Source: an optimization exercise on an open RTL-to-GDS flow (aim: small area, a short achievable clock period and few clock cycles per item). Production flows keep margins and buffers that such runs may drop. Power and IR drop assume default switching activity.

Setup of before:
==> module geofence, before the edit <==
module geofence ( clk,reset,X,Y,valid,is_inside);
  input clk;
  input reset;
  input [9:0] X;
  input [9:0] Y;
  output reg valid;
  output reg is_inside;
  reg  [4:0]  cnt;
  reg  [9:0]  px, py;                   
  reg  [9:0]  rx, ry;                   
  reg  [10:0] v0x, v0y;                 
  reg  [10:0] max_, may, mbx, mby, mcx, mcy;   
  reg  [10:0] uax, uay, ubx, uby;       
  reg  [10:0] vcx, vcy;                 
  reg  [10:0] ax, ay, bx, by;           
  reg         has_a, has_b, hit;
  reg         g3, g4, g5, gop;          
  reg         ok_ab;
  wire [10:0] dx1 = {1'b0, rx} - {1'b0, px};
  wire [10:0] dy1 = {1'b0, ry} - {1'b0, py};
  wire [9:0]  dx2 = px - rx;
  wire [9:0]  dy2 = py - ry;
  wire [10:0] vx = {dx1[10], dx1[10] ? dx2 : dx1[9:0]};
  wire [10:0] vy = {dy1[10], dy1[10] ? dy2 : dy1[9:0]};
  wire neg, zero;
  xsm u (.clk(clk), .ax(uax), .ay(uay), .bx(ubx), .by(uby), .neg(neg), .zero(zero));
  wire pos = ~neg & ~zero;
  wire r_init = (cnt == 5'd5);          
  wire r_grp  = (cnt == 5'd6) | (cnt == 5'd7) | (cnt == 5'd9) | (cnt == 5'd11);
  wire r_cmp  = (cnt == 5'd8) | (cnt == 5'd10) | (cnt == 5'd12);
  wire upd = r_cmp & (gop ? (~has_b | pos) : (~has_a | neg));
  wire set_a = (r_init & ~pos) | (upd & ~gop);
  wire set_b = (r_init & pos) | (upd & gop);
  wire [10:0] ax_n = set_a ? vcx : ax;
  wire [10:0] ay_n = set_a ? vcy : ay;
  wire [10:0] bx_n = set_b ? vcx : bx;
  wire [10:0] by_n = set_b ? vcy : by;
  reg  [10:0] uax_n, uay_n, ubx_n, uby_n;
  reg         gop_n;
  always @(*) begin
    uax_n = v0x; uay_n = v0y; ubx_n = vx; uby_n = vy; gop_n = gop;
    case (cnt)
      5'd6:  begin gop_n = pos;                                    
                   uax_n = pos ? bx_n : ax_n; uay_n = pos ? by_n : ay_n;
                   ubx_n = max_; uby_n = may; end
      5'd7:  begin ubx_n = mcx; uby_n = mcy; end                   
      5'd8:  begin gop_n = g3;                                     
                   uax_n = g3 ? bx_n : ax_n; uay_n = g3 ? by_n : ay_n;
                   ubx_n = mbx; uby_n = mby; end
      5'd9:  begin ubx_n = max_; uby_n = may; end                  
      5'd10: begin gop_n = g4;                                     
                   uax_n = g4 ? bx_n : ax_n; uay_n = g4 ? by_n : ay_n;
                   ubx_n = mcx; uby_n = mcy; end
      5'd12: begin uax_n = bx_n; uay_n = by_n; ubx_n = ax_n; uby_n = ay_n; end    
      5'd13: begin uax_n = g5 ? ax : bx; uay_n = g5 ? ay : by;     
                   ubx_n = max_; uby_n = may; end
      default: ;
    endcase
  end
  wire ok_5 = g5 ? (neg | zero) : ~neg;
  wire has_o = g5 ? has_a : has_b;
  wire res = has_o & (hit | ok_ab | ok_5);
  always @(posedge clk or posedge reset) begin
    if (reset) begin
      cnt <= 5'd0;
    end else begin
      cnt <= (cnt == 5'd16) ? 5'd0 : cnt + 5'd1;
    end
  end
  always @(posedge clk) begin
    valid <= (cnt == 5'd15);
    is_inside <= res;
    rx <= X; ry <= Y;
    if (cnt == 5'd0) begin px <= X; py <= Y; end
    if (cnt == 5'd2) begin v0x <= vx; v0y <= vy; end
    if (cnt == 5'd4 || cnt == 5'd7) begin max_ <= vx; may <= vy; end    
    if (cnt == 5'd5) begin mbx <= vx; mby <= vy; end                    
    if (cnt == 5'd6) begin mcx <= vx; mcy <= vy; end                    
    uax <= uax_n; uay <= uay_n; ubx <= ubx_n; uby <= uby_n;
    gop <= gop_n;
    vcx <= ubx; vcy <= uby;
    ax <= ax_n; ay <= ay_n; bx <= bx_n; by <= by_n;
    if (r_init) begin has_a <= ~pos; has_b <= pos; end
    else if (upd) begin if (gop) has_b <= 1'b1; else has_a <= 1'b1; end
    if (cnt == 5'd7) g3 <= pos;
    if (cnt == 5'd9) g4 <= pos;
    if (cnt == 5'd11) g5 <= pos;
    if (cnt == 5'd14) ok_ab <= has_a & has_b & ~neg;
    if (cnt == 5'd2) hit <= 1'b0;
    else if (cnt >= 5'd3 && cnt <= 5'd7 && rx == px && ry == py) hit <= 1'b1;
  end
endmodule
Settings: LEC_CHECK=0, CAP_MARGIN=20, CORE_MARGIN=2, CORE_UTILIZATION=70, SETUP_SLACK_MARGIN=5, SLEW_MARGIN=20, SYNTH_HIERARCHICAL=1, SYNTH_MINIMUM_KEEP_SIZE=0; clock period 12.0 ns.
run.sh (not shown) runs the stock make flow with config.mk's settings and CLKGATE_MAP_FILE= SYNTH_SCRIPT=/design/flow/synth_recipe.tcl, a recipe that flattens the netlist after the stock synthesis.
diff inputs: before => after
--- a/flow/design.v
+++ b/flow/design.v
@@ -24,41 +24,41 @@
   wire [10:0] vy = {dy1[10], dy1[10] ? dy2 : dy1[9:0]};
   wire neg, zero;
   xsm u (.clk(clk), .ax(uax), .ay(uay), .bx(ubx), .by(uby), .neg(neg), .zero(zero));
   wire pos = ~neg & ~zero;
   wire r_init = (cnt == 5'd5);          
-  wire r_grp  = (cnt == 5'd6) | (cnt == 5'd7) | (cnt == 5'd9) | (cnt == 5'd11);
   wire r_cmp  = (cnt == 5'd8) | (cnt == 5'd10) | (cnt == 5'd12);
-  wire upd = r_cmp & (gop ? (~has_b | pos) : (~has_a | neg));
-  wire set_a = (r_init & ~pos) | (upd & ~gop);
-  wire set_b = (r_init & pos) | (upd & gop);
-  wire [10:0] ax_n = set_a ? vcx : ax;
-  wire [10:0] ay_n = set_a ? vcy : ay;
-  wire [10:0] bx_n = set_b ? vcx : bx;
-  wire [10:0] by_n = set_b ? vcy : by;
-  reg  [10:0] uax_n, uay_n, ubx_n, uby_n;
-  reg         gop_n;
+  wire repl = r_cmp & (gop ? (~has_b | pos) : (~has_a | neg));
+  wire set_a = (r_init & ~pos) | (repl & ~gop);
+  wire set_b = (r_init & pos) | (repl & gop);
+  reg  [10:0] ua_ex, ua_ey, ub_ex, ub_ey;
+  reg         same_a, same_b;           
   always @(*) begin
-    uax_n = v0x; uay_n = v0y; ubx_n = vx; uby_n = vy; gop_n = gop;
+    ua_ex = v0x; ua_ey = v0y; ub_ex = vx; ub_ey = vy; same_a = 1'b0; same_b = 1'b0;
     case (cnt)
-      5'd6:  begin gop_n = pos;                                    
-                   uax_n = pos ? bx_n : ax_n; uay_n = pos ? by_n : ay_n;
-                   ubx_n = max_; uby_n = may; end
-      5'd7:  begin ubx_n = mcx; uby_n = mcy; end                   
-      5'd8:  begin gop_n = g3;                                     
-                   uax_n = g3 ? bx_n : ax_n; uay_n = g3 ? by_n : ay_n;
-                   ubx_n = mbx; uby_n = mby; end
-      5'd9:  begin ubx_n = max_; uby_n = may; end                  
-      5'd10: begin gop_n = g4;                                     
-                   uax_n = g4 ? bx_n : ax_n; uay_n = g4 ? by_n : ay_n;
-                   ubx_n = mcx; uby_n = mcy; end
-      5'd12: begin uax_n = bx_n; uay_n = by_n; ubx_n = ax_n; uby_n = ay_n; end    
-      5'd13: begin uax_n = g5 ? ax : bx; uay_n = g5 ? ay : by;     
-                   ubx_n = max_; uby_n = may; end
+      5'd6:  begin ua_ex = ax; ua_ey = ay; ub_ex = max_; ub_ey = may; end   
+      5'd7:  begin ub_ex = mcx; ub_ey = mcy; end                           
+      5'd8:  begin ua_ex = g3 ? bx : ax; ua_ey = g3 ? by : ay;             
+                   same_a = (g3 == gop); ub_ex = mbx; ub_ey = mby; end
+      5'd9:  begin ub_ex = max_; ub_ey = may; end                          
+      5'd10: begin ua_ex = g4 ? bx : ax; ua_ey = g4 ? by : ay;             
+                   same_a = (g4 == gop); ub_ex = mcx; ub_ey = mcy; end
+      5'd12: begin ua_ex = bx; ua_ey = by; ub_ex = ax; ub_ey = ay;         
+                   same_a = gop; same_b = ~gop; end
+      5'd13: begin ua_ex = g5 ? ax : bx; ua_ey = g5 ? ay : by;             
+                   ub_ex = max_; ub_ey = may; end
       default: ;
     endcase
   end
+  wire take_a = repl & same_a;
+  wire take_b = repl & same_b;
+  wire pick_b = (cnt == 5'd6) & pos;    
+  wire [10:0] uax_n = take_a ? vcx : (pick_b ? bx : ua_ex);
+  wire [10:0] uay_n = take_a ? vcy : (pick_b ? by : ua_ey);
+  wire [10:0] ubx_n = take_b ? vcx : ub_ex;
+  wire [10:0] uby_n = take_b ? vcy : ub_ey;
+  wire gop_n = (cnt == 5'd6) ? pos : (cnt == 5'd8) ? g3 : (cnt == 5'd10) ? g4 : gop;
   wire ok_5 = g5 ? (neg | zero) : ~neg;
   wire has_o = g5 ? has_a : has_b;
   wire res = has_o & (hit | ok_ab | ok_5);
   always @(posedge clk or posedge reset) begin
     if (reset) begin
@@ -77,13 +77,14 @@
     if (cnt == 5'd5) begin mbx <= vx; mby <= vy; end                    
     if (cnt == 5'd6) begin mcx <= vx; mcy <= vy; end                    
     uax <= uax_n; uay <= uay_n; ubx <= ubx_n; uby <= uby_n;
     gop <= gop_n;
     vcx <= ubx; vcy <= uby;
-    ax <= ax_n; ay <= ay_n; bx <= bx_n; by <= by_n;
+    if (set_a) begin ax <= vcx; ay <= vcy; end
+    if (set_b) begin bx <= vcx; by <= vcy; end
     if (r_init) begin has_a <= ~pos; has_b <= pos; end
-    else if (upd) begin if (gop) has_b <= 1'b1; else has_a <= 1'b1; end
+    else if (repl) begin if (gop) has_b <= 1'b1; else has_a <= 1'b1; end
     if (cnt == 5'd7) g3 <= pos;
     if (cnt == 5'd9) g4 <= pos;
     if (cnt == 5'd11) g5 <= pos;
     if (cnt == 5'd14) ok_ab <= has_a & has_b & ~neg;
     if (cnt == 5'd2) hit <= 1'b0;
### Flow results
- Sort before and after by number of buffers outside the clock class in the layout, ascending, and after comes first.
- Going from before to after, fraction of power consumed by combinational cells shrinks by 4.7 points.
- Relative to before, the total instance count after detailed placement of after is higher by 47.
- Setup slack: after vs before down 0.79 ns
- Summary of after over before: number of buffers added by the clock tree synthesis step rose by 9.7%, cell depth of the worst min-delay path held, fraction of met2 tracks used by global routing increased by 2.9 points relative to the old numbers.
- before consumes more power than after.
- Delta (after minus before): total power divided by cell area dropped about 10%, worst slew margin relative to its limit dropped 0.59 points, post-layout minimum cycle time climbed 0.79 ns.
No functional check of the RTL was part of any run of this note.

[static timing again, ports no longer ideal]
No port has a modelled driver above. Below, the same layouts with a new extraction and two added sets of constraints. Step 1 sets driving cells, clkbuf_16 on the clock port and buf_2 on the other inputs (assumed; they add their load-dependent delay and slew). Step 2 moves the port delays by t, midway between the first and last clock arrival at a register: inputs arrive t later, outputs are due t later. That takes back most of the time a late clock gives input paths. Three values: ideal, step 1, step 2; two values: the first two.
run	shift t [ns]	setup WS [ns]	hold slack, ns
before	0.623	7.516 / 7.516 / 7.516	0.375 / 0.375 / 0.375
after	0.560	6.723 / 6.723 / 6.723	0.382 / 0.382 / 0.382
After both steps setup and hold are still met in every run listed.
